Source: an optimization exercise on an open RTL-to-GDS flow (aim: small area and a short achievable clock period). Production flows keep margins and buffers that such runs may drop. RTL that was checked went through simulation tests only; none was proved equivalent to the original. No activity file was given, so power comes from the tool's default toggle rates.

// sigmoid8_pla
module sigmoid8_pla #(
    parameter WIDTH = 16,
    parameter SLICES = 8,
    parameter FP = 12
) (
    input wire clk,
    input wire rst,
    input wire signed [WIDTH - 1:0] x,
    output wire [WIDTH - 1:0] y
);
make LEC_CHECK=0 ABC_CLOCK_PERIOD_IN_PS=2500 CAP_MARGIN=20 CORE_MARGIN=2 CORE_UTILIZATION=40 SETUP_SLACK_MARGIN=3.0 SLEW_MARGIN=20 finish   # period 5.5 ns
run.sh (not shown) runs the stock make flow with config.mk's settings and CLKGATE_MAP_FILE= SYNTH_SCRIPT=/design/flow/synth_recipe.tcl, a recipe that flattens the netlist after the stock synthesis.
Change:
ABC_CLOCK_PERIOD_IN_PS = 2000   (was 2500)
SETUP_SLACK_MARGIN = 3.5   (was 3.0)
=>
- fmax stays flat
- setup slack hardly moves
- clock-buffer cell count is unchanged
- core utilization goes up by 0.96 points
- clock power went up by about 14%
- final cell count rises by about 0.5%
- power went up by 5.0%
- design area went up by 1.9%
- sequential share of layout area falls by 0.45 points
No run of this note included a check of the RTL's function; only the layout flow was run.


Another version of the RTL of sigmoid8_pla (not shown whole).
Size: ~530 cells after synthesis, ~96 flip-flops, roughly 5100 um2 of cells after synthesis.
Settings: LEC_CHECK=0, CAP_MARGIN=20, CORE_MARGIN=2, CORE_UTILIZATION=58, SETUP_SLACK_MARGIN=3.25, SLEW_MARGIN=20; clock period 5.5 ns.
standard.sh (not shown) runs the stock make flow with config.mk's settings and CLKGATE_MAP_FILE= SYNTH_SCRIPT=/design/flow/synth_recipe.tcl, a recipe that flattens the netlist after the stock synthesis.
==> flow/flow/run.sh <==
#!/bin/bash
# Own layout flow: the standard ORFS flow (standard.sh, unchanged synthesis),
# with a plain buffer on every port instead of the delay cells buffer_ports
# picks by default, and a clock tree with fewer, smaller buffers.
set -euo pipefail
export BUFFER_PORTS_ARGS="-buffer_cell ${OWN_PORT_BUF:-sky130_fd_sc_hd__buf_2}"
export CTS_ARGS="-sink_clustering_enable -repair_clock_nets -sink_clustering_size ${OWN_CTS_SIZE:-30} -sink_clustering_max_diameter ${OWN_CTS_DIAM:-80} -buf_list ${OWN_CTS_BUF:-sky130_fd_sc_hd__clkbuf_8} -dont_use_dummy_load"
bash standard.sh > standard_flow.log 2>&1
The starting point completed without violations.
Change:
- SETUP_SLACK_MARGIN: 3.25 -> 3.4
Effect: The new run finished with timing, DRC and antenna clean; combinational power climbs by a little under a tenth; total power came out higher by a few percent; synthesized cell count is unchanged; area after synthesis stays the same.


Starting RTL as in the previous note.
clock: 5.5 ns
lec_check: 0
cap_margin: 20
core_margin: 2
core_utilization: 58
setup_slack_margin: 3.3
slew_margin: 20
==> flow/flow/run.sh <==
#!/bin/bash
# Own layout flow: the standard ORFS flow (standard.sh, unchanged synthesis),
# with a plain buffer on every port instead of the delay cells buffer_ports
# picks by default, and a clock tree with fewer, smaller buffers.
set -euo pipefail
export BUFFER_PORTS_ARGS="-buffer_cell ${OWN_PORT_BUF:-sky130_fd_sc_hd__buf_1}"
export CTS_ARGS="-sink_clustering_enable -repair_clock_nets -sink_clustering_size ${OWN_CTS_SIZE:-30} -sink_clustering_max_diameter ${OWN_CTS_DIAM:-80} -buf_list ${OWN_CTS_BUF:-sky130_fd_sc_hd__clkbuf_8} -dont_use_dummy_load"
bash standard.sh > standard_flow.log 2>&1
The first run finished clean.
Change:
--- a/flow/flow/run.sh
+++ b/flow/flow/run.sh
@@ -5,3 +5,3 @@
 set -euo pipefail
-export BUFFER_PORTS_ARGS="-buffer_cell ${OWN_PORT_BUF:-sky130_fd_sc_hd__buf_1}"
+export BUFFER_PORTS_ARGS="-buffer_cell ${OWN_PORT_BUF:-sky130_fd_sc_hd__buf_2}"
 export CTS_ARGS="-sink_clustering_enable -repair_clock_nets -sink_clustering_size ${OWN_CTS_SIZE:-30} -sink_clustering_max_diameter ${OWN_CTS_DIAM:-80} -buf_list ${OWN_CTS_BUF:-sky130_fd_sc_hd__clkbuf_8} -dont_use_dummy_load"
CORE_UTILIZATION = 65   (was 58)
SETUP_SLACK_MARGIN = 3.15   (was 3.3)
Result: The changed run passed the timing, DRC and antenna checks; non-clock buffer count drops by 5; clock skew drops by 0.0050 ns; die area drops by 10%; total power stays flat; worst hold slack loses 0.013 ns; setup slack loses 0.068 ns; design area drops by 1.0%.
Change:
CORE_UTILIZATION = 58   (was 65)
SETUP_SLACK_MARGIN = 3.3   (was 3.15)
Outcome: Setup slack is better by 0.13 ns. Power went up by 1.3%. Sequential power barely changes. Synthesized area does not change. Design area went up by 2.5%. Worst hold slack is worse by 0.0084 ns. Fmax went up by about 6%. Register-to-register slack is better by 0.13 ns. Sequential cell count is unchanged. Wire length went up by 2.8%. Sequential share of layout area went down by 0.62 points.
Change:
CORE_UTILIZATION = 70   (was 58)
Result:
- The new run went through all stages and came out clean
- total power climbs slightly
- maximum frequency drops by a few percent
- wire length climbs by a few percent
- area after synthesis does not change
- final area climbs by a few percent
- global-route usage climbs by 4.3 points
- core utilization climbs by 15 points
- combinational power climbs by a few percent
- via count climbs by a few percent
- synthesized cell count is unchanged


The RTL this note starts from:
==> flow/design.v <==
module sigmoid8_pla #(
    parameter WIDTH = 16,
    parameter SLICES = 8,
    parameter FP = 12
) (
    input wire clk,
    input wire rst,
    input wire signed [WIDTH - 1:0] x,
    output wire [WIDTH - 1:0] y
);
    localparam [64*13-1:0] TTAB = {13'd1181, 13'd1181, 13'd1181, 13'd1181, 13'd313, 13'd314, 13'd546, 13'd546, 13'd177, 13'd177, 13'd180, 13'd177, 13'd97, 13'd97, 13'd97, 13'd97, 13'd8189, 13'd8190, 13'd34, 13'd34, 13'd11, 13'd11, 13'd8191, 13'd11, 13'd0, 13'd0, 13'd0, 13'd0, 13'd0, 13'd0, 13'd0, 13'd0, 13'd4096, 13'd4096, 13'd4096, 13'd4096, 13'd4096, 13'd4096, 13'd4084, 13'd4096, 13'd4060, 13'd4060, 13'd4060, 13'd4060, 13'd4036, 13'd4037, 13'd3999, 13'd3999, 13'd3900, 13'd3900, 13'd3903, 13'd3900, 13'd3518, 13'd3518, 13'd3518, 13'd3518, 13'd3148, 13'd3149, 13'd2915, 13'd2915, 13'd2048, 13'd2048, 13'd2048, 13'd2048};
    reg [15:0] x_reg;
    always @(posedge clk) x_reg <= x;
    wire [9:0] r3lo = {1'b0, x_reg[8:0]} + {1'b0, x_reg[7:0], 1'b0};
    wire [4:0] r3hi = {2'b0, x_reg[11:9]} + {1'b0, x_reg[11:8]};
    reg [11:0] r_reg;
    reg [8:1] r3l_reg;
    reg [13:9] r3h_reg;
    reg        r3c_reg;
    reg [4:0]  q_reg;
    reg        z_reg;
    always @(posedge clk) begin
        r_reg   <= x_reg[11:0];
        r3l_reg <= r3lo[8:1];
        r3h_reg <= r3hi;
        r3c_reg <= r3lo[9];
        q_reg   <= x_reg[15:11];
        z_reg   <= ~|x_reg[10:0];
    end
    wire [13:0] r3 = {r3h_reg + {{(4){1'b0}}, r3c_reg}, r3l_reg, r_reg[0]};
    reg s23, s99, s369, s867, sc;
    always @(*) begin
        s23 = 1'b0; s99 = 1'b0; s369 = 1'b0; s867 = 1'b0; sc = 1'b0;
        case (q_reg)
            5'd20, 5'd21, 5'd22, 5'd9, 5'd10, 5'd11: s23 = 1'b1;
            5'd23, 5'd24, 5'd25, 5'd6, 5'd7, 5'd8: begin s99 = 1'b1; sc = 1'b1; end
            5'd26, 5'd27, 5'd28, 5'd3, 5'd4, 5'd5: s369 = 1'b1;
            5'd29, 5'd30, 5'd31, 5'd0, 5'd1, 5'd2: begin s867 = 1'b1; sc = 1'b1; end
            default: ;
        endcase
    end
    wire [12:0] tt = TTAB[{q_reg, z_reg}*13 +: 13];
    wire [11:0] nr = ~r_reg;
    wire [22:0] ta = ({23{s23}}  & {6'd0, r3, 3'd0}) |
                     ({23{s99}}  & {4'd0, r3, 5'd0}) |
                     ({23{s369}} & {2'd0, r3, 7'd0}) |
                     ({23{s867}} & {1'd0, r3, 8'd0}) |
                     {18'd0, s369, 3'b0, s23};
    wire [22:0] tb = ({23{s23}}  & {11'd0, nr}) |
                     ({23{s369}} & {7'd0, nr, 4'd0}) |
                     ({23{s867}} & {4'd0, r3, 5'd0});
    wire [22:0] tc = ({23{sc}} & {9'd0, r3}) |
                     ({23{s369}} & {11'd0, r_reg});
    wire [24:0] s1 = {2'b0, ta ^ tb ^ tc};
    wire [24:0] c1 = {1'b0, (ta & tb) | (ta & tc) | (tb & tc), 1'b0};
    wire [8:0] lo = {1'b0, s1[7:0]} + {1'b0, c1[7:0]};
    wire [16:0] u1 = s1[24:8];
    wire [16:0] u2 = c1[24:8];
    wire [16:0] u3 = {tt, {(4){1'b0}}};
    wire [16:0] us = u1 ^ u2 ^ u3;
    wire [16:0] uc = {(u1[15:0] & u2[15:0]) | (u1[15:0] & u3[15:0]) | (u2[15:0] & u3[15:0]), 1'b0};
    reg [16:0] hs_reg;
    reg [16:1] hc_reg;
    reg         lc_reg;
    always @(posedge clk) begin
        hs_reg <= us;
        hc_reg <= uc[16:1];
        lc_reg <= lo[8];
    end
    wire [16:0] ysum = hs_reg + {hc_reg, 1'b0} + {{(16){1'b0}}, lc_reg};
    reg [12:0] y_reg;
    always @(posedge clk or posedge rst) begin
        if (rst) y_reg <= 13'd0;
        else     y_reg <= ysum[16:4];
    end
    assign y = {3'b000, y_reg};
endmodule
clock: 5.5 ns
lec_check: 0
cap_margin: 20
core_margin: 2
core_utilization: 58
setup_slack_margin: 3.3
slew_margin: 20
==> flow/flow/run.sh <==
#!/bin/bash
# Own layout flow: the standard ORFS flow (standard.sh, unchanged synthesis),
# with a plain buffer on every port instead of the delay cells buffer_ports
# picks by default, and a clock tree with fewer, smaller buffers.
set -euo pipefail
export BUFFER_PORTS_ARGS="-buffer_cell ${OWN_PORT_BUF:-sky130_fd_sc_hd__buf_2}"
export CTS_ARGS="-sink_clustering_enable -repair_clock_nets -sink_clustering_size ${OWN_CTS_SIZE:-30} -sink_clustering_max_diameter ${OWN_CTS_DIAM:-80} -buf_list ${OWN_CTS_BUF:-sky130_fd_sc_hd__clkbuf_8} -dont_use_dummy_load"
bash standard.sh > standard_flow.log 2>&1
Change:
- CORE_UTILIZATION: 58 -> 65
The new run completed with no timing, DRC or antenna violations.
Wire length fell by 1.7%.
Fmax fell by 0.79%.
Power fell by 0.87%.
Die area fell by 10%.
Clock-buffer cell count does not change.
Sequential cell count stays the same.
Worst setup slack loses 0.017 ns.
Worst hold slack gains 0.0076 ns.
No functional check of the RTL was part of any run of this note.

static timing again, ports no longer ideal:
Ports are ideal in the flow. The routed layouts listed here were re-timed in OpenROAD.
Step 1: set_driving_cell puts a clkbuf_16 on clk and a buf_2 on each other input, an assumption about the parent block.
Step 2 moves the port delays by t, midway between the first and last clock arrival at a register: inputs arrive t later, outputs are due t later. That takes back most of the time a late clock gives input paths.
Slacks: no drivers / after step 1 / after step 2; pairs: no drivers / after step 1.
run | shift t [ns] | setup slack, ns | pins driven straight from the clock port
the first run of note 1 | 0.378 | 2.185 / 2.185 / 2.185 | 1
the second run of note 1 | 0.372 | 2.185 / 2.185 / 2.185 | 1
the first run of note 2 | 0.369 | 3.258 / 3.258 / 3.258 | 1
the second run of note 2 | 0.370 | 3.310 / 3.310 / 3.310 | 1
the first run of note 3 | 0.379 | 3.288 / 3.288 / 3.288 | 1
the second run of note 3 | 0.362 | 3.220 / 3.220 / 3.220 | 1
the third run of note 3 | 0.380 | 3.354 / 3.354 / 3.354 | 1
the fourth run of note 3 | 0.370 | 3.267 / 3.267 / 3.267 | 1
the first run of note 4 | 0.379 | 3.310 / 3.310 / 3.310 | 1
the second run of note 4 | 0.365 | 3.293 / 3.293 / 3.293 | 1
After both steps setup and hold are still met in every run listed.
